This design comes from an exercise in tuning for small area on the open sky130 flow, not from production work.
At most, simulation tests tie the RTL to the original design; equivalence was not proved.
No functional check of the RTL was part of run 5.
No activity file was given, so power comes from the tool's default toggle rates.

--- flow/run.sh ---
#!/bin/bash
# synth_recipe.tcl (not shown) runs the flow's synth.tcl, then flattens the netlist and writes it again
# the make line also repeats each setting of config.mk as NAME=value (left out here)
make -C /OpenROAD-flow-scripts/flow DESIGN_CONFIG=/design/flow/config.mk WORK_HOME=/design/flow/orfs CLKGATE_MAP_FILE= SYNTH_SCRIPT=/design/flow/synth_recipe.tcl finish
--- flow/config.mk ---
export PLATFORM = sky130hd
export DESIGN_NAME = calc
export DESIGN_NICKNAME = calc
export VERILOG_FILES = /design/flow/design.v
export SDC_FILE = /design/flow/constraint.sdc
export NUM_CORES = 4
export LEC_CHECK = 0
export ABC_AREA = 1
export CAP_MARGIN = 20
export CORE_MARGIN = 2
export CORE_UTILIZATION = 40
export SLEW_MARGIN = 20
--- flow/constraint.sdc ---
create_clock -name core_clock -period 10.0 [get_ports {clk}]
set_input_delay 2.0000 -clock core_clock [delete_from_list [all_inputs] [get_ports {clk}]]
set_output_delay 2.0000 -clock core_clock [all_outputs]
set_load 0.01 [all_outputs]
--- flow/design.v ---
module calc(input wire clk,
            input wire btnac,
            input wire btnl,
            input wire btnr,
            input wire btnc,
            input wire btnd,
            input wire [15:0] sw,
            output wire [15:0] led);
    reg [15:0] acc;
    reg        btnc_d;
    reg [4:0]  cnt;       
    assign led = acc;
    wire press = btnc & ~btnc_d;
    wire run   = ~&cnt;
    wire k0    = ~|cnt;
    wire [2:0] op = {btnl, btnr, btnd};
    wire is_shr  = (op == 3'b000);
    wire is_shl  = (op == 3'b001);
    wire is_add  = (op == 3'b010);
    wire is_sub  = (op == 3'b011);
    wire is_mul  = (op == 3'b100);
    wire is_nor  = (op == 3'b101);
    wire is_nand = (op == 3'b110);
    wire is_xor  = (op == 3'b111);
    wire is_sh   = ~btnl & ~btnr;
    wire big     = |sw[15:5];
    wire sh_go   = cnt < sw[4:0];
    wire en = run & (is_sh ? (big ? k0 : sh_go) : is_mul ? ~cnt[4] : k0);
    wire [15:0] m;
    genvar i;
    for (i = 0; i < 16; i = i + 1) begin : g_m
        assign m[i] = (cnt[3:0] >= i);
    end
    wire [15:0] x = (is_sh & big) ? 16'd0 :
                    (is_shl | is_mul) ? {acc[14:0], 1'b0} :
                    is_shr ? {acc[15] & ~cnt[4], acc[15:1]} : acc;
    wire a = acc[15];
    wire [15:0] y = is_mul ? (sw & m & {16{a}}) :
                    (is_add | is_xor) ? sw : is_sub ? ~sw : 16'd0;
    wire [15:0] cm = is_mul ? m : (is_add | is_sub) ? 16'hffff : 16'd0;
    wire [16:0] c;
    wire [15:0] s;
    assign c[0] = is_sub;
    for (i = 0; i < 16; i = i + 1) begin : g_add
        assign s[i] = x[i] ^ y[i] ^ c[i];
        if (i < 15) begin : g_c
            assign c[i+1] = ((x[i] & y[i]) | (x[i] & c[i]) | (y[i] & c[i])) & cm[i+1];
        end
    end
    wire [15:0] nxt = is_nor ? ~(acc | sw) : is_nand ? ~(acc & sw) : s;
    always @(posedge clk) begin
        btnc_d <= btnc;
        if (btnac) begin
            acc <= 16'd0;
            cnt <= 5'd31;
        end else if (press) begin
            cnt <= 5'd0;
        end else begin
            if (run) cnt <= cnt + 5'd1;
            if (en) acc <= nxt;
        end
    end
endmodule
==> results of run 1 <==
==> kinds of logic (layout without fill, tap and decap cells) <==
family / Yosys count / after routing / share of synthesized area
flops: 22 / 22 / 0.1649
fa+ha+maj: 24 / 24 / 0.1546
compound gates: 146 / 146 / 0.3290
simple gates: 142 / 142 / 0.2395
buf+inv: 70 / 148 / 0.1120
==> path summary, 6_finish.rpt <==
kind	from	endpoint	slack, ns	depth (start not counted)
setup / recovery	btnl	acc[15]	0.27	54
hold / removal	btnc_d	cnt[0]	0.55	2
setup reg to reg	cnt[1]	acc[15]	1.41	50
hold reg to reg	btnc_d	cnt[0]	0.55	2
==> power breakdown <==
part           internal [uW]  switching [uW]  total [uW]  leakage [uW]
Clock                   53.7            39.5        93.1     0.0000357
Combinational           97.8             135         232       0.00137
Sequential               104            30.1         134      0.000181
==> area by class of cell <==
type / count / area (um2) / area share
multi-input combinational: 312 / 2101 / 0.5711
timing repair buffer: 91 / 763.2 / 0.2075
sequential: 22 / 440.4 / 0.1197
inverter: 53 / 206.4 / 0.05612
tap: 77 / 96.34 / 0.02619
clock buffer: 3 / 41.29 / 0.01122
clock inverter: 1 / 30.03 / 0.008163
==> critical path: cells and delay by family <==
family	cells	cell delay (ns)
buffers and inverters	7	0.56
adder cells (fa/ha/maj)	15	5.04
AND/OR/NAND/NOR	23	1.40
AO/OA/AOI/OAI	9	0.96
==> what timing repair did <==
item / CTS / global route
endpoints found under the setup margin: 2 / 2
resized for setup: 34 / 26
buffers inserted: 4 / 1
pin swaps: 27 / 31
==> registers in the layout, summed over array words and instances, names as in the netlist <==
signal	count
btnc_d	1
acc	16
cnt	5
==> cells in the mapped netlist (3+ instances only) <==
| master | number |
|---|---|
| nand2_1 | 55 |
| inv_1 | 48 |
| o21ai_0 | 46 |
| nor2_1 | 43 |
| a21oi_1 | 39 |
| nand3_1 | 25 |
| dfxtp_1 | 22 |
| fa_1 | 15 |
| a211oi_1 | 13 |
| o211ai_1 | 12 |
| a31oi_1 | 10 |
| ha_1 | 9 |
| buf_2 | 6 |
| o21ai_1 | 6 |
| buf_4 | 5 |
| clkbuf_1 | 5 |
| o221ai_1 | 5 |
| o211a_1 | 4 |
| inv_2 | 3 |
| nand2_2 | 3 |
| nor2_2 | 3 |
| nor2_4 | 3 |
| nor3_1 | 3 |
| o22ai_1 | 3 |
==> through the flow <==
step                hold WS (ns)  area, um2  setup TNS [ns]
floorplan                 0.4991       2760               0
global placement          0.5288       3471          -1.390
detailed placement        0.5388       3471          -1.756
CTS                       0.5580       3611               0
global route              0.5939       3679         -0.1594
finish                    0.5463       3679               0
==> layer usage <==
layer,GRT usage,up-vias
met5,0,-
met4,0.07504,0
met3,0.02599,23
met2,0.4496,120
met1,0.3815,1490
li1,-,1562
==> cell usage in the layout, fill, tap and decap left out, types with 6 or more instances in the layout <==
master,netlist,layout
nor2_1,43,36
ha_1,9,9
o21ai_1,6,6
inv_1,48,44
nand2_2,3,6
clkdlybuf4s50_1,0,22
nor2_2,3,9
o21ai_0,46,44
o211ai_1,12,12
fa_2,0,15
dlygate4sd2_1,0,9
buf_4,5,51
nand3_1,25,23
a21oi_1,39,38
a211oi_1,13,12
nand2_1,55,48
dfxtp_1,22,22
a31oi_1,10,9
==> impl_metrics.tcl, run 1 <==
set metrics [dict create \
    outcome "complete, no violations" \
    synth_top_cell_by_area "dfxtp_1" \
    clk_pin_slew_ns 0.11 \
    antenna_left 0 \
    initial_core_util 0.4181 \
    io_pins 38 \
    die_y_um 85.70 \
    first_global_vias 3105 \
    die_area_um2 7344 \
    synth_edf_count 0 \
    synth_top_area_share 0.1649 \
    finalCritPeriodShare 0.9728 \
    track_usage 0.2728 \
    hp-class "reg2reg" \
    met2_length_um 4516 \
    place_ws_ns -0.8603 \
    post-route-util 0.5760 \
    synth_cells 404 \
    met1_length_um 4524 \
    crit_type "in2reg" \
    netlist_top_cells_area "dfxtp_1, fa_1, o21ai_0" \
    crit_fanout 5 \
    maxCapViolations 0 \
    cts_root_buf "clkbuf_8" \
    syn_to_final_growth_pct 37.77 \
    crit_slowest_cell "fa_2" \
    powerDensity_nw_per_um2 125.0 \
    worst_pin_slew_ns 0.6657 \
    postSynthAreaPerCell_um2 6.609 \
    worstPathRequired_ns 10.22 \
    slew-limit-headroom 0.5557 \
    wl_um 9833 \
    wl_met3_um 560 \
    grt_max_degree 32 \
    grt_pass1_wl_um 15750 \
    timing.final.crit_period_ns 9.728 \
    num_antenna_cells 0 \
    clk-insertion-delay-late_ns 0.28 \
    power.leakage_uw 0.001590 \
    post_drt_wl_per_cell_um 17.59 \
    dp_hpwl_um 7320 \
    synth.net_count 450 \
    setup_viol 0 \
    vias 3195 \
    htree_levels 1 \
    report.final.slew_viol_count 0 \
    cpMostUsedCell "fa_2" \
    ys_seq_area_frac 0.1649 \
    yosysUniqueCellTypes 38 \
    antenna_found_initial 0 \
    io_buffers 37 \
    drtPass1Iterations 5 \
    nFillCells 623 \
    synth_flop_cell "dfxtp_1" \
    skew_ns 0.004402 \
    ir_drop_mv 0.08731 \
    die_x_um 85.70 \
    cts_hold_buf 0 \
    dp_cells 550 \
    netlist_area_um2 2670 \
    via_per_inst 5.716 \
    async_reset_ff_frac 0 \
    final_cells 559 \
    tritoncts "yes" \
    cts.path.max_buffers 2 \
    finalNetCount 529 \
    ys_seq_elements 22 \
    core_area_um2 6386 \
    grt-ovfl-total 0 \
    drive_gt1_frac 0.2552 \
    cts.sinks 22 \
    core.rowCount 29 \
    power_uw 459.7 \
    fmax_ghz 0.1028 \
    crit_arrival_ns 9.95 \
    drt_iter0_markers 208 \
    cpPeakStageDelay_ns 0.39 \
    start_kind "input port" \
    yosys_warnings 1 \
    crit_path_end_kind "register" \
    fin_ws_ns 0.2718 \
    numCtsBuffers 3 \
    hold_violations 0 \
    drc 0 \
    dr.max_layer_used "met4" \
    rsz0062_at_grt "yes" \
    gp_congestion 0.9123 \
]
==> inputs of run 2 (changes only) <==
==> flow/design.v (replaced) <==
module calc(input wire clk,
            input wire btnac,
            input wire btnl,
            input wire btnr,
            input wire btnc,
            input wire btnd,
            input wire [15:0] sw,
            output wire [15:0] led);
    reg [15:0] acc;
    reg        btnc_d;
    reg [4:0]  cnt;
    reg        s7;       
    reg        cf;       
    assign led = acc;
    wire press = btnc & ~btnc_d;
    wire idle  = (cnt == 5'd0);
    wire act   = press | ~idle;
    wire ph    = cnt[0];
    wire [3:0] k = cnt[4:1];
    wire kz    = (k == 4'd0);
    wire [2:0] op = {btnl, btnr, btnd};
    wire big = |sw[15:5];
    wire n4  = sw[4];
    wire [3:0] nl = sw[3:0];
    wire a   = acc[15];
    wire k_lt = k < nl;
    wire k_le = k <= nl;
    reg clr, L, R, fill, YE, CE, P, NN, mul;
    always @(*) begin
        clr = 0; L = 0; R = 0; fill = 0; YE = 0; CE = 0; P = 0; NN = 0; mul = 0;
        case (op)
        3'b000: if (big) clr = 1;
                else if (!n4) begin
                    if (k_lt) begin R = 1; fill = a; end
                end else if (kz) begin clr = 1; P = a; end
                else if (k_le) R = 1;
        3'b001: if (big | n4) clr = 1;
                else if (k_lt) L = 1;
        3'b100: begin L = 1; YE = a; CE = a; mul = 1; end
        3'b010: if (kz) begin YE = 1; CE = 1; end
        3'b011: if (k == 4'd1) begin YE = 1; CE = 1; end
                else if (k == 4'd0 || k == 4'd2) P = 1;
        3'b111: if (kz) YE = 1;
        3'b110: if (kz) begin YE = 1; NN = 1; end
        3'b101: if (kz) begin YE = 1; NN = 1; P = 1; end
        endcase
    end
    wire run  = act & ~btnac;
    wire lo   = run & ~ph;
    wire hi   = run & ph;
    wire [1:0] hL  = {hi & L,  lo & L};
    wire [1:0] hR  = {hi & R,  lo & R};
    wire [1:0] hC  = {~btnac & ~(hi & (clr | L | R)), ~btnac & ~(lo & (clr | L | R))};
    wire [1:0] hYE = {hi & YE, lo & YE};
    wire [1:0] hCE = {hi & CE, lo & CE};
    wire [1:0] hP  = {hi & P,  lo & P};
    wire [1:0] hNN = {hi & NN, lo & NN};
    wire [3:0] kp = mul ? k : 4'd15;
    wire [15:0] ge;
    genvar i;
    for (i = 0; i < 16; i = i + 1) begin : g_ge
        assign ge[i] = (kp >= i);
    end
    wire [16:0] c;
    wire [15:0] co, nxt;
    assign c[0] = hP[0];
    assign c[8] = (cf & ~btnac) | hP[1];
    for (i = 0; i < 16; i = i + 1) begin : g_bit
        localparam integer H = i / 8;
        wire xl = (i == 0) ? 1'b0 : (i == 8) ? s7 : acc[i-1];
        wire xr = (i == 15) ? fill : acc[i+1];
        wire x  = (hL[H] & xl) | (hC[H] & acc[i]) | (hR[H] & xr);
        wire y  = sw[i] & ge[i] & hYE[H];
        wire s  = x ^ y ^ c[i];
        assign co[i] = (x & y) | (x & c[i]) | (y & c[i]);
        if (i != 7 && i != 15) begin : g_c
            assign c[i+1] = (co[i] & ge[i+1] & hCE[H]) | hP[H];
        end
        assign nxt[i] = hNN[H] ? ~co[i] : s;
    end
    always @(posedge clk) begin
        btnc_d <= btnc;
        s7 <= acc[7];
        cf <= co[7] & ge[8] & hCE[0];
        if (btnac) cnt <= 5'd0;
        else if (act) cnt <= cnt + 5'd1;
        acc <= nxt;
    end
endmodule
--- a/flow/config.mk
+++ b/flow/config.mk
@@ -5,7 +5,8 @@
 export SDC_FILE = /design/flow/constraint.sdc
 export NUM_CORES = 4
 export LEC_CHECK = 0
-export ABC_AREA = 1
+export ABC_AREA = 0
+export ABC_CLOCK_PERIOD_IN_PS = 10000
 export CAP_MARGIN = 20
 export CORE_MARGIN = 2
 export CORE_UTILIZATION = 40
==> impl_metrics.tcl, run 2 <==
set metrics [dict create \
    outcome "complete, no violations" \
    grt-ovfl-total 0 \
    power_uw 466.0 \
    fmax_ghz 0.1035 \
    start_kind "input port" \
    r2r-end "acc[7]" \
    post_drt_wl_per_cell_um 16.78 \
    gp_congestion 0.9444 \
    clk-insertion-delay-late_ns 0.28 \
    antenna_found_initial 0 \
    max_flop_register "acc" \
    synth_top_cell_by_area "dfxtp_1" \
    syn_to_final_growth_pct 15.94 \
    place_ws_ns 0.05831 \
    yosys-top-cells-count "nand2_1, dfxtp_1, nor2_1" \
    track_usage 0.2075 \
    antenna_left 0 \
    io_buffers 37 \
    r2r_slack_ns 1.84 \
    setup_viol 0 \
    final_cells 388 \
    clk_pin_slew_ns 0.09 \
    reg_top3 "acc x16, cnt x5" \
    drt_iter0_markers 177 \
    initial_core_util 0.4139 \
    netlist_top_cells_area "dfxtp_1, fa_1, buf_4" \
    async_reset_ff_frac 0 \
    largest_register_ffs 16 \
    synth_cells 292 \
    dp_hpwl_um 5067 \
    drive_gt1_frac 0.1054 \
    dp_cells 384 \
    slew-limit-headroom 0.5555 \
    ys_seq_elements 24 \
    postSynthAreaPerCell_um2 8.441 \
    crit_fanout 4 \
    via_per_inst 5.652 \
    netlist_area_um2 2465 \
    crit_path_end_kind "register" \
    wl_um 6511 \
    yosys_warnings 1 \
    critPathLaunch "sw[1]" \
    numCtsBuffers 3 \
    core_area_um2 5956 \
    htree_levels 1 \
    hp-class "reg2reg" \
    die_area_um2 6806 \
    tritoncts "yes" \
    fin_ws_ns 0.3378 \
    hold_depth 0 \
    grt_max_degree 16 \
    ys_seq_area_frac 0.1949 \
    holdCritStartpoint "acc[7]" \
    synth_edf_count 0 \
    crit_arrival_ns 9.83 \
    crit_type "in2reg" \
    setup_tns_ns 0 \
    hold_violations 0 \
    yosysMostFrequentCell "nand2_1" \
    worst_pin_slew_ns 0.6658 \
    rsz0062_at_grt "no" \
    cts_root_buf "clkbuf_8" \
    r2r_start "cnt[2]" \
    grt_pass1_wl_um 10750 \
    io_pins 38 \
    num_antenna_cells 0 \
    final_common_cell "clkdlybuf4s50_1" \
    first_global_vias 2198 \
    vias 2193 \
    min_to "s7" \
    ir_drop_mv 0.08701 \
    worstPathRequired_ns 10.16 \
    cts.path.max_buffers 2 \
    finalNetCount 358 \
    report.final.slew_viol_count 0 \
    skew_ns 0.002292 \
    drtPass1Iterations 5 \
    synth_top_area_share 0.1949 \
    nFillCells 594 \
    die_y_um 82.50 \
    power.leakage_uw 0.0009964 \
    ff2ff_path_depth 25 \
    maxCapViolations 0 \
    yosysUniqueCellTypes 54 \
    cts.sinks 24 \
    finalCritPeriodShare 0.9662 \
    timing.final.crit_period_ns 9.662 \
    synth.net_count 336 \
    core.rowCount 28 \
    layout_common_cells "clkdlybuf4s50_1, nand2_1, dfxtp_1" \
    drc 0 \
    powerDensity_nw_per_um2 163.1 \
    cts_setup_buffers 0 \
    synth_flop_cell "dfxtp_1" \
    die_x_um 82.50 \
]
==> run 2: cell count changes after synthesis, sizes merged, moves of 7 or more <==
cell | before | now
a221oi | 0 | 11
nand3 | 26 | 16
mux2i | 0 | 10
a31oi | 10 | 3
and2 | 1 | 12
a211oi | 13 | 0
a21oi | 41 | 16
nor2 | 49 | 26
nand2 | 58 | 30
buf | 12 | 25
o211ai | 12 | 2
inv | 52 | 20
o21ai | 52 | 15
==> run 2: cell families (layout without fill, tap and decap cells) <==
family          count (synthesis)  in the layout  synth area share
xor+xnor                        5              5           0.01777
buf+inv                        46             67            0.1071
compound gates                 71             71            0.2157
flops                          24             24            0.1949
simple gates                  114            114            0.2635
mux                            10             10           0.04061
fa+ha+maj                      22             22            0.1604
==> run 2: how the worst max path moves through the flow <==
stage | slack, ns | end | cells after the start
3_3_place_gp | 0.15 | cf | 27
3_5_place_dp | 0.06 | acc[7] | 27
5_1_grt | 0.02 | cf | 27
2_1_floorplan | 0.95 | acc[7] | 26
4_1_cts | 0.30 | cf | 27
6_report | 0.34 | acc[7] | 27
==> run 2: timing repair <==
| action | CTS | global route |
|---|---|---|
| resized for setup | 0 | 3 |
| hold buffers | 0 | 0 |
| endpoints found under the setup margin | 0 | 2 |
==> run 2: routing by layer <==
metal  up-vias  share of wire  GRT usage  wire length, um
met5         -              0          0                0
met4         0          0.016    0.04754              107
met3         8          0.054    0.02065              353
met2        81           0.45     0.3395             2955
met1      1037           0.48     0.2959             3095
li1       1067              -          -                -
==> run 2: worst max-delay path: stages <==
cell	delay, ns
clkdlybuf4s50_1	0.49
inv_1	0.05
ha_1	0.31
nor2b_1	0.15
o211ai_1	0.19
a22oi_2	0.14
or2_4	0.31
o221ai_1	0.16
nand2_1	0.10
fa_1	0.46
o31a_1	0.33
fa_1	0.39
o31a_1	0.33
fa_1	0.39
o31a_1	0.33
fa_1	0.42
inv_1	0.08
nand2_1	0.05
o21a_1	0.18
fa_1	0.44
o31a_1	0.33
fa_1	0.45
o31a_1	0.34
fa_1	0.45
o31a_1	0.34
fa_1	0.55
mux2i_1	0.06
==> run 2: metrics by stage <==
| stage | cell area, um2 | hold slack, ns | util |
|---|---|---|---|
| after floorplan | 2465 | 0.3630 | - |
| after global placement | 2785 | 0.3827 | 0.4676 |
| after detailed placement | 2785 | 0.3802 | 0.4676 |
| after CTS | 2840 | 0.3943 | 0.4769 |
| after global routing | 2858 | 0.4166 | 0.4798 |
| final | 2858 | 0.3897 | 0.4798 |
==> run 2: report_power, final <==
part | switching, uW | internal [uW] | total (uW)
Combinational | 121 | 112 | 232
Sequential | 36.8 | 126 | 163
Clock | 35.3 | 35.3 | 70.6
==> run 2: layout make-up <==
class / instances / area (um2) / share of cell area
inverter: 20 / 75.07 / 0.02627
multi-input combinational: 222 / 1738 / 0.6081
tap: 75 / 93.84 / 0.03284
sequential: 24 / 480.5 / 0.1681
timing repair buffer: 43 / 415.4 / 0.1454
clock buffer: 4 / 55.05 / 0.01926
==> inputs of run 3 (changes only) <==
--- a/flow/config.mk
+++ b/flow/config.mk
@@ -10,4 +10,5 @@
 export CAP_MARGIN = 20
 export CORE_MARGIN = 2
 export CORE_UTILIZATION = 40
+export GPL_TIMING_DRIVEN = 0
 export SLEW_MARGIN = 20
==> impl_metrics.tcl, run 3 <==
set metrics [dict create \
    place_ws_ns 0.03696 \
    synth_top_cell_by_area "dfxtp_1" \
    cts_setup_buffers 0 \
    antenna_left 0 \
    netlist_top_cells_area "dfxtp_1, fa_1, buf_4" \
    crit_path_end_kind "register" \
    gp_congestion 0.8512 \
    synth_flop_cell "dfxtp_1" \
    power.leakage_uw 0.001092 \
    fmax_ghz 0.1040 \
    io_pins 38 \
    final_common_cell "clkdlybuf4s50_1" \
    worst_pin_slew_ns 0.6348 \
    final_cell_area_um2 2982 \
    synthMuxAreaShare 0.04061 \
    hold_violations 0 \
    yosys_warnings 1 \
    initial_core_util 0.4139 \
    cts_root_buf "clkbuf_8" \
    core.rowCount 28 \
    die_area_um2 6806 \
    tritoncts "yes" \
    clk-insertion-delay-late_ns 0.27 \
    place_area_um2 2929 \
    synth_top_family_by_area "simple AND/OR/NAND/NOR gates" \
    synth_edf_count 0 \
    cts.path.max_buffers 2 \
    clk_pin_slew_ns 0.09 \
    first_global_vias 2080 \
    reg_top3 "acc x16, cnt x5" \
    yosys.area_share.xor_xnor 0.01777 \
    grt_max_degree 13 \
    grt-ovfl-total 0 \
    wl_um 6362 \
    drive_gt1_frac 0.1536 \
    ys_seq_area_frac 0.1949 \
    crit_arrival_ns 9.77 \
    die_x_um 82.50 \
    grt_pass1_wl_um 10660 \
    crit_type "in2reg" \
    num_antenna_cells 0 \
    yosys.area_share.simple 0.2635 \
    ys_seq_elements 24 \
    cts_hold_buf 0 \
    outcome "complete, no violations" \
    synth_cells 292 \
    antenna_found_initial 0 \
    yosys-top-cells-count "nand2_1, dfxtp_1, nor2_1" \
    dp_hpwl_um 5086 \
    synth_fa_ha_area_frac 0.1604 \
    max_flop_register "acc" \
    track_usage 0.2063 \
    post_drt_wl_per_cell_um 15.63 \
    crit_fanout 3 \
    report.final.slew_viol_count 0 \
    finalNetCount 378 \
    start_kind "input port" \
    numCtsBuffers 3 \
    postSynthAreaPerCell_um2 8.441 \
    vias 2257 \
    htree_levels 1 \
    maxCapViolations 0 \
    worstPathRequired_ns 10.15 \
    syn_to_final_growth_pct 20.96 \
    setup_tns_ns 0 \
    async_reset_ff_frac 0 \
    rsz0062_at_grt "no" \
    layout_common_cells "clkdlybuf4s50_1, nand2_1, dfxtp_1" \
    largest_register_ffs 16 \
    nFillCells 604 \
    skew_ns 0.003254 \
    netlist_area_um2 2465 \
    synth.net_count 336 \
    drtPass1Iterations 5 \
    hp-class "reg2reg" \
    post-route-util 0.5006 \
    yosysMostFrequentCell "nand2_1" \
    io_buffers 37 \
    setup_viol 0 \
    ir_drop_mv 0.1037 \
    drc 0 \
    yosysUniqueCellTypes 54 \
    whs_ns 0.3950 \
    synth_top_area_share 0.1949 \
    powerDensity_nw_per_um2 164.9 \
    via_per_inst 5.545 \
    timing.final.crit_period_ns 9.619 \
    fin_ws_ns 0.3805 \
    core_area_um2 5956 \
    cts_resized 0 \
    synth-compound-area-share 0.2157 \
    drt_iter0_markers 171 \
    slew-limit-headroom 0.5752 \
    cts.sinks 24 \
    finalCritPeriodShare 0.9619 \
    die_y_um 82.50 \
]
run 3: cell counts after synthesis:
Identical to the previous run, type by type.
run 3: worst paths after layout:
kind | startpoint | endpoint | slack, ns | depth (start not counted)
worst min-delay path | acc[7] | s7 | 0.40 | 0
worst max register to register | cnt[1] | acc[7] | 2.01 | 26
worst max-delay path | sw[7] | acc[7] | 0.38 | 25
worst min register to register | acc[7] | s7 | 0.40 | 0
run 3: area by class of cell:
| cell class | instances | area, um2 | area share |
|---|---|---|---|
| buffer | 26 | 188.9 | 0.06337 |
| timing repair buffer | 37 | 370.4 | 0.1242 |
| inverter | 20 | 75.07 | 0.02518 |
| tap | 75 | 93.84 | 0.03147 |
| multi-input combinational | 222 | 1732 | 0.5808 |
| sequential | 24 | 480.5 | 0.1611 |
| clock buffer | 3 | 41.29 | 0.01385 |
run 3: per-layer routing:
layer  track usage  vias to the layer above  routed length, um
met3       0.01848                       11                365
met2        0.3145                       85               2839
met5             0                        -                  0
li1              -                     1103                  -
met4       0.03770                        0                 77
met1        0.3185                     1058               3079
run 3: worst max-delay path, stage by stage:
cell and delay (ns):
clkdlybuf4s50_1 0.44, nor4_1 0.54, and4_1 0.32, nand3b_1 0.11, or2_4 0.28, o221ai_1 0.15, nand2_1 0.11, fa_1 0.45
o31a_1 0.33, fa_2 0.35, o31a_1 0.32, fa_1 0.39, o31a_1 0.33, fa_1 0.41, inv_1 0.08, nand2_1 0.05
o21a_1 0.18, fa_1 0.45, o31a_1 0.34, fa_1 0.45, o31a_1 0.33, fa_1 0.44, o31a_1 0.33, fa_1 0.53
mux2i_1 0.06
run 3: metrics by stage:
step | cells | total power, uW
floorplan | 292 | 334.1
finish | 407 | 491.6
global route | 407 | 531.8
detailed placement | 404 | 431.5
CTS | 407 | 493.4
global placement | 404 | 428.4
run 3: where the power goes:
group	leakage [uW]	switching, uW	internal [uW]
clock network	0.0000216	33.3	27.0
registers	0.000197	31.6	126
logic	0.000874	132	141
total	0.00109	197	294
run 3: kinds of logic after synthesis:
family                   after synthesis
AND/OR/NAND/NOR                      114
AO/OA/AOI/OAI                         71
buffers and inverters                 46
flip-flops                            24
adder cells (fa/ha/maj)               22
multiplexers                          10
XOR/XNOR                               5
==> inputs of run 4 (changes only) <==
==> flow/flow/run.sh (new file) <==
#!/bin/bash
# Standard layout, but the port buffers are the smallest buffer cell.
cp standard.sh standard_copy.sh.txt 2>/dev/null
export BUFFER_PORTS_ARGS="-buffer_cell sky130_fd_sc_hd__buf_1"
bash standard.sh > standard.log 2>&1
==> flow/standard.sh (new file) <==
#!/bin/bash
# synth_recipe.tcl (not shown) runs the flow's synth.tcl, then flattens the netlist and writes it again
# the make line also repeats each setting of config.mk as NAME=value (left out here)
make -C /OpenROAD-flow-scripts/flow DESIGN_CONFIG=/design/flow/config.mk WORK_HOME=/design/flow/orfs CLKGATE_MAP_FILE= SYNTH_SCRIPT=/design/flow/synth_recipe.tcl "${@:-finish}"
--- a/flow/config.mk
+++ b/flow/config.mk
@@ -10,5 +10,4 @@
 export CAP_MARGIN = 20
 export CORE_MARGIN = 2
 export CORE_UTILIZATION = 40
-export GPL_TIMING_DRIVEN = 0
 export SLEW_MARGIN = 20
removed: flow/run.sh
==> impl_metrics.tcl, run 4 <==
set metrics [dict create \
    skew_ns 0.003126 \
    cpPeakStageDelay_ns 0.45 \
    yosysUniqueCellTypes 54 \
    hp-class "reg2reg" \
    worst-path-buf-inv 3 \
    ys_seq_elements 24 \
    place_area_um2 2531 \
    finalNetCount 355 \
    swShare 0.4518 \
    synth_top_cell_by_area "dfxtp_1" \
    p_clk_frac 0.144 \
    track_usage 0.2008 \
    worst_pin_slew_ns 0.6526 \
    antenna_left 0 \
    ir_drop_mv 0.07283 \
    syn_to_final_growth_pct 4.366 \
    maxCapViolations 0 \
    yosys_warnings 1 \
    drtPass1Iterations 4 \
    grt-ovfl-total 0 \
    async_reset_ff_frac 0 \
    netlist_area_um2 2465 \
    core.rowCount 28 \
    vias 2176 \
    num_antenna_cells 0 \
    synth_top_area_share 0.1949 \
    reg_top3 "acc x16, cnt x5" \
    clk-insertion-delay-late_ns 0.27 \
    initial_core_util 0.4139 \
    grt_pass1_wl_um 10310 \
    powerDensity_nw_per_um2 162.0 \
    cts_resized 0 \
    cpMostUsedCell "fa_1" \
    crit_slowest_cell "fa_1" \
    report.final.slew_viol_count 0 \
    hold_violations 0 \
    yosysMostFrequentCell "nand2_1" \
    max_flop_register "acc" \
    setup_tns_ns 0 \
    rsz0062_at_grt "no" \
    numCtsBuffers 3 \
    fmax_ghz 0.1073 \
    crit_type "in2reg" \
    crit_path_end_kind "register" \
    power_uw 416.7 \
    synth_edf_count 0 \
    seqPwrFrac 0.392 \
    timing.final.crit_period_ns 9.322 \
    cts_hold_buf 0 \
    grt_max_degree 16 \
    antenna_found_initial 0 \
    clk_pin_slew_ns 0.09 \
    final_common_cell "buf_1" \
    first_global_vias 2097 \
    outcome "complete, no violations" \
    cts.sinks 24 \
    cpLargestDelayFamily "adder cells" \
    cts_setup_buffers 0 \
    io_pins 38 \
    largest_register_ffs 16 \
    post_drt_wl_per_cell_um 16.26 \
    die_y_um 82.50 \
    synth_flop_cell "dfxtp_1" \
    wl_um 6242 \
    via_per_inst 5.667 \
    crit_fanout 3 \
    ys_seq_area_frac 0.1949 \
    dp_cells 381 \
    synth.net_count 336 \
    dp_hpwl_um 4869 \
    start_kind "input port" \
    htree_levels 1 \
    netlist_top_cells_area "dfxtp_1, fa_1, buf_4" \
    cts.path.max_buffers 2 \
    final_cells 384 \
    drive_gt1_frac 0.08414 \
    yosys-top-cells-count "nand2_1, dfxtp_1, nor2_1" \
    place_ws_ns 0.4229 \
    setup_viol 0 \
    fin_ws_ns 0.6782 \
    final_cell_area_um2 2572 \
    internal_power_uw 228.4 \
    drc 0 \
    gp_congestion 0.8743 \
    comb_power_share 0.464 \
    worstPathRequired_ns 10.19 \
    slew-limit-headroom 0.5643 \
    core_area_um2 5956 \
    cts_root_buf "clkbuf_8" \
    layout_common_cells "buf_1, nand2_1, dfxtp_1" \
    drt_iter0_markers 172 \
    die_area_um2 6806 \
    io_buffers 37 \
    synth_cells 292 \
    postSynthAreaPerCell_um2 8.441 \
    crit_arrival_ns 9.51 \
    tritoncts "yes" \
    finalCritPeriodShare 0.9322 \
    die_x_um 82.50 \
    power.leakage_uw 0.0008770 \
    p_switching_uw 188.3 \
]
run 4: worst paths after layout:
path	from	endpoint	slack (ns)	depth (start not counted)
min reg2reg	acc[7]	s7	0.39	0
max reg2reg	cnt[1]	cf	1.82	26
min	acc[7]	s7	0.39	0
max	sw[1]	cf	0.68	27
run 4: cell type report:
class | count | area [um2]
Fill cell | 639 | 3383
Inverter | 20 | 75.07
Multi-Input combinational cell | 222 | 1720
Timing Repair Buffer | 40 | 161.4
Sequential cell | 24 | 480.5
Clock buffer | 3 | 41.29
Tap cell | 75 | 93.84
run 4: layer usage:
metal / global-route usage / vias to the layer above / share of wire
met2: 0.3250 / 70 / 0.45
met3: 0.02609 / 10 / 0.057
met1: 0.2801 / 1031 / 0.47
met4: 0.05902 / 0 / 0.018
li1: - / 1065 / -
met5: 0 / - / 0
run 4: cell families (layout without fill, tap and decap cells):
family,after synthesis,count (layout),synth area share
DFF,24,24,0.1949
and+or+nand+nor,114,114,0.2635
AOI/OAI and AO/OA,71,71,0.2157
muxes,10,10,0.04061
buffers and inverters,46,63,0.1071
xor gates and xnor gates,5,5,0.01777
adders and majority gates,22,22,0.1604
run 4: power by group through the flow:
| stage | clock network, uW | registers [uW] | logic [uW] |
|---|---|---|---|
| detailed placement | 0 | 166 | 194 |
| floorplan | 0 | 150 | 184 |
| global placement | 0 | 165 | 192 |
| CTS | 61.1 | 163 | 195 |
| finish | 59.9 | 163 | 193 |
| global route | 63.9 | 168 | 222 |
run 4: per-stage QoR:
stage | utilization | hold WS (ns)
finish | 0.4319 | 0.3936
global route | 0.4319 | 0.4135
CTS | 0.4319 | 0.3962
detailed placement | 0.4250 | 0.3839
global placement | 0.4250 | 0.3801
floorplan | - | 0.3630
==> inputs of run 5 (changes only) <==
==> flow/design.v (replaced) <==
module alu (
  input signed [31:0] op1,
  input signed [31:0] op2, 
  input [3:0] alu_op,
  output reg zero,
  output reg signed [31:0] result,
  output reg ovf
);
  parameter [3:0] ALUOP_LSR  = 4'b0000;   
  parameter [3:0] ALUOP_LSL  = 4'b0001;   
  parameter [3:0] ALUOP_ASR  = 4'b0010;   
  parameter [3:0] ALUOP_ASL  = 4'b0011;   
  parameter [3:0] ALUOP_ADD  = 4'b0100;   
  parameter [3:0] ALUOP_SUB  = 4'b0101;   
  parameter [3:0] ALUOP_MUL  = 4'b0110;   
  parameter [3:0] ALUOP_AND  = 4'b1000;   
  parameter [3:0] ALUOP_OR   = 4'b1001;   
  parameter [3:0] ALUOP_NOR  = 4'b1010;   
  parameter [3:0] ALUOP_NAND = 4'b1011;   
  parameter [3:0] ALUOP_XOR  = 4'b1100;   
  reg signed [63:0] temp_result;
  always @(*) begin
    case(alu_op)
      ALUOP_LSR: begin  
        result = op1 >> op2;
        ovf = 0;
      end
      ALUOP_LSL: begin  
        result = op1 << op2;
        ovf = 0;
      end
      ALUOP_ASR: begin 
        result = op1 >>> op2;
        ovf = 0;
      end
      ALUOP_ASL: begin  
        result = op1 <<< op2;
        ovf = 0;
      end
      ALUOP_ADD: begin  
        result = op1 + op2;
        ovf = (op1[31] == op2[31]) && (result[31] != op1[31]);
      end
      ALUOP_SUB: begin 
        result = op1 - op2;
        ovf = (op1[31] != op2[31]) && (result[31] != op1[31]);
      end
      ALUOP_MUL: begin  
        temp_result = op1 * op2;
        result = temp_result[31:0];
        ovf = (temp_result[63:32] != {32{temp_result[31]}});
      end
      ALUOP_AND: begin  
        result = op1 & op2;
        ovf = 0;
      end
      ALUOP_OR: begin
        result = op1 | op2;
        ovf = 0;
      end
      ALUOP_NOR: begin  
        result = ~(op1 | op2);
        ovf = 0;
      end
      ALUOP_NAND: begin  
        result = ~(op1 & op2);
        ovf = 0;
      end
      ALUOP_XOR: begin 
        result = op1 ^ op2;
        ovf = 0;
      end
      default: begin
        result = 32'b0;
        ovf = 0;
      end
    endcase
    zero = (result == 0);
  end
endmodule
module calc_enc(input wire btnl,
               input wire btnr,
               input wire btnd,
               output wire [3:0] alu_op);
    wire not_btnl, not_btnr, not_btnd;
    not n1 (not_btnl, btnl);
    not n2 (not_btnr, btnr);
    not n3 (not_btnd, btnd);
    wire op0_and1, op0_and2, op0_and3;
    and (op0_and1, not_btnl, btnd);
    and (op0_and2, btnl, btnr);
    and (op0_and3, op0_and2, not_btnd);
    or  (alu_op[0], op0_and1, op0_and3);
    wire op1_or1;
    or (op1_or1, not_btnr, not_btnd);
    and (alu_op[1], btnl, op1_or1); 
    wire op2_and1, op2_and2, op2_xor, op2_not;
    and (op2_and1, not_btnl, btnr);
    xor (op2_xor, btnd, btnr);
    not (op2_not, op2_xor);
    and (op2_and2, btnl, op2_not);
    or  (alu_op[2], op2_and1, op2_and2);
    wire op3_and1, op3_and2;
    and (op3_and1, btnl, btnr);
    and (op3_and2, btnl, btnd);
    or  (alu_op[3], op3_and1, op3_and2);
endmodule
module accumulator(input wire clk, 
                   input wire btnac,
                   input wire btnc,
                   input wire [15:0] alu_result_low,
                   output reg [15:0] acc_low);
    reg btnc_d;
    always @(posedge clk) btnc_d <= btnc;
    always @(posedge clk) begin
        if (btnac)
            acc_low <= 16'b0;
        else if (btnc & ~btnc_d)   
            acc_low <= alu_result_low;
    end
endmodule
module calc(input wire clk,
            input wire btnac,
            input wire btnl,
            input wire btnr,
            input wire btnc,
            input wire btnd,
            input wire [15:0] sw,
            output wire [15:0] led);
    wire signed [31:0] sw_extended;
    assign sw_extended = {{16{sw[15]}}, sw};
    wire signed [31:0] acc_res_extended;
    assign acc_res_extended = {{16{led[15]}}, led};
    wire [3:0] alu_op;
    wire signed [31:0] alu_result;
    wire zero_flag;
    wire ovf_flag;
    calc_enc alu_decoder (
        .btnl(btnl),
        .btnr(btnr),
        .btnd(btnd),
        .alu_op(alu_op)
    );
    alu alu_inst(
        .op1(acc_res_extended),
        .op2(sw_extended),
        .alu_op(alu_op),
        .zero(zero_flag),
        .result(alu_result),
        .ovf(ovf_flag)
    );
    accumulator acc_inst(
        .clk(clk),
        .btnac(btnac),
        .btnc(btnc),
        .alu_result_low(alu_result[15:0]),
        .acc_low(led)
    );
endmodule
==> flow/run.sh (new file) <==
#!/bin/bash
# synth_recipe.tcl (not shown) runs the flow's synth.tcl, then flattens the netlist and writes it again
# the make line also repeats each setting of config.mk as NAME=value (left out here)
make -C /OpenROAD-flow-scripts/flow DESIGN_CONFIG=/design/flow/config.mk WORK_HOME=/design/flow/orfs CLKGATE_MAP_FILE= SYNTH_SCRIPT=/design/flow/synth_recipe.tcl finish
--- a/flow/config.mk
+++ b/flow/config.mk
@@ -5,8 +5,6 @@
 export SDC_FILE = /design/flow/constraint.sdc
 export NUM_CORES = 4
 export LEC_CHECK = 0
-export ABC_AREA = 0
-export ABC_CLOCK_PERIOD_IN_PS = 10000
 export CAP_MARGIN = 20
 export CORE_MARGIN = 2
 export CORE_UTILIZATION = 40
removed: flow/flow/run.sh
removed: flow/standard.sh
==> impl_metrics.tcl, run 5 <==
set metrics [dict create \
    outcome "complete, no violations" \
    fmax_ghz 0.1260 \
    synth.net_count 1393 \
    slew-limit-headroom 0.3252 \
    dp_hpwl_um 25960 \
    synth_fa_ha_area_frac 0.3370 \
    finalCritPeriodShare 0.7934 \
    synth_cells 1180 \
    htree_levels 1 \
    core_area_um2 21760 \
    initial_core_util 0.4069 \
    crit_type "in2reg" \
    async_reset_ff_frac 0 \
    synth_top_area_share 0.1787 \
    worstPathRequired_ns 10.17 \
    cts.path.max_buffers 2 \
    report.final.slew_viol_count 0 \
    hold_violations 0 \
    gp_congestion 1.000 \
    power.leakage_uw 0.004076 \
    netlist_area_um2 8852 \
    synthMuxAreaShare 0.06996 \
    synth_top_cell_by_area "fa_1" \
    largest_register_ffs 16 \
    yosys_warnings 2 \
    antenna_left 0 \
    cts_resized 0 \
    netlist_top_cells_area "fa_1, ha_1, inv_1" \
    io_pins 38 \
    setup_viol 0 \
    io_buffers 37 \
    worst_pin_slew_ns 0.9867 \
    reg_top3 "acc_inst.acc_low x16, acc_inst.btnc_d x1" \
    max_flop_register "acc_inst.acc_low" \
    synth_edf_count 0 \
    drt_iter0_markers 1343 \
    crit_arrival_ns 8.11 \
    yosys-top-cells-count "inv_1, nand2_1, nor2_1" \
    tritoncts "yes" \
    vias 8992 \
    via_per_inst 6.184 \
    finalNetCount 1386 \
    track_usage 0.2942 \
    crit_path_end_kind "register" \
    cts_root_buf "clkbuf_16" \
    cts_setup_buffers 0 \
    yosysMostFrequentCell "inv_1" \
    die_area_um2 23340 \
    drc 0 \
    cts.sinks 17 \
    yosys.area_share.simple 0.1847 \
    die_x_um 152.8 \
    clk-insertion-delay-late_ns 0.27 \
    wl_um 34730 \
    setup_tns_ns 0 \
    postSynthAreaPerCell_um2 7.502 \
    yosys.area_share.xor_xnor 0.06092 \
    crit_fanout 10 \
    start_kind "input port" \
    core.rowCount 54 \
    synth-compound-area-share 0.2014 \
    layout_common_cells "inv_1, nand2_1, nor2_1" \
    synth_flop_cell "dfxtp_1" \
    powerDensity_nw_per_um2 51.42 \
    drive_gt1_frac 0.06655 \
    rsz0062_at_grt "no" \
    grt_max_degree 44 \
    clk_pin_slew_ns 0.06 \
    ys_seq_area_frac 0.03845 \
    skew_ns 0.008520 \
    post_drt_wl_per_cell_um 23.89 \
    first_global_vias 8850 \
    drtPass1Iterations 6 \
    die_y_um 152.8 \
    timing.final.crit_period_ns 7.934 \
    numCtsBuffers 3 \
    cts_hold_buf 0 \
    grt_pass1_wl_um 53370 \
    ys_seq_elements 17 \
    hp-class "reg2reg" \
    maxCapViolations 0 \
    final_common_cell "inv_1" \
    ir_drop_mv 0.04295 \
    grt-ovfl-total 0 \
    power_uw 491.4 \
    yosysUniqueCellTypes 85 \
    antenna_found_initial 2 \
    synth_top_family_by_area "adder cells" \
    r2r_slack_ns 4.03 \
    syn_to_final_growth_pct 7.958 \
]
## run 5: cell type report
| class | instances | area (um2) |
|---|---|---|
| clock buffers | 4 | 78.83 |
| fillers | 2270 | 12200 |
| inverters | 165 | 621.8 |
| multi-input cells | 920 | 7587 |
| flip-flops and latches | 17 | 340.3 |
| repair buffers | 66 | 573.1 |
| diodes | 2 | 5.005 |
| well taps | 280 | 350.3 |
## run 5: worst max-delay path, cell delays in order
cell and delay (ns):
clkdlybuf4s50_1 0.86, inv_2 0.24, nor2_1 0.20, fa_1 0.44
inv_1 0.08, fa_1 0.44, fa_1 0.51, fa_1 0.56
inv_1 0.05, fa_1 0.47, inv_1 0.05, fa_1 0.48
inv_1 0.04, ha_1 0.35, a21o_1 0.20, or3_1 0.34
o2111ai_1 0.27, a21oi_1 0.10, nand3b_1 0.17, a311oi_1 0.27
## run 5: metal layers
layer  GRT usage  routed length, um
met5           0                  0
met2      0.4561              14800
met3     0.05176               3624
met4      0.1270               2025
met1      0.4034              14280
## run 5: kinds of logic after synthesis
kind of cell             Yosys count
adder cells (fa/ha/maj)          191
multiplexers                      39
AO/OA/AOI/OAI                    260
flip-flops                        17
XOR/XNOR                          60
buffers and inverters            243
AND/OR/NAND/NOR                  370
## run 5: metrics by stage
step	instances	hold WS [ns]	area [um2]	worst slack, ns	util
after floorplan	1180	0.6273	8852	2.070	-
after global placement	1448	0.6702	9459	2.006	0.4348
after global routing	1452	0.7448	9552	1.863	0.4390
final	1454	0.7060	9557	2.066	0.4393
after detailed placement	1448	0.6758	9468	1.888	0.4352
after CTS	1452	0.6850	9547	2.135	0.4388
## run 5: report_power, final
part	switching [uW]	internal (uW)	total, uW
Combinational	206	119	325
Sequential	3.48	70.0	73.5
Clock	38.3	54.7	93.0
Total	247	244	491
## run 5: final timing paths
kind                                           start                    to  depth (start not counted)
worst max-delay path                           sw[5]  acc_inst.acc_low[15]                         20
worst min-delay path            acc_inst.acc_low[14]  acc_inst.acc_low[14]                          3
worst max register to register   acc_inst.acc_low[5]  acc_inst.acc_low[15]                         20
worst min register to register  acc_inst.acc_low[14]  acc_inst.acc_low[14]                          3

## separate check: timing with driven ports
How much do the figures lean on ideal ports? The routed layouts below were timed once more, with nothing changed but the port constraints. Step 1 sets driving cells, clkbuf_16 on the clock port and buf_2 on the other inputs (assumed; they add their load-dependent delay and slew). Step 2, shift: input delay + t, output delay - t, t = (earliest + latest rising clock arrival at the registers) / 2. This alone moves slack from input paths to output paths. a / b / c = ideal ports / drivers / drivers and shift; a / b = the first two.
| run | shift t [ns] | setup slack, ns | worst setup path after step 2 | slew at the worst register clock pin (ns) |
|---|---|---|---|---|
| run 1 | 0.311 | 0.272 / 0.279 / -0.032 | input to register | 0.11 / 0.11 |
| run 2 | 0.303 | 0.338 / 0.335 / 0.032 | input to register | 0.09 / 0.09 |
| run 3 | 0.296 | 0.381 / 0.386 / 0.090 | input to register | 0.09 / 0.09 |
| run 4 | 0.300 | 0.678 / 0.685 / 0.385 | input to register | 0.09 / 0.09 |
| run 5 | 0.299 | 2.066 / 2.081 / 1.782 | input to register | 0.07 / 0.07 |
Met with ideal ports but missed after step 2: setup timing in run 1. For run 2, which loses most, drivers alone change the setup slack by -0.003 ns; drivers and shift together by -0.306 ns.
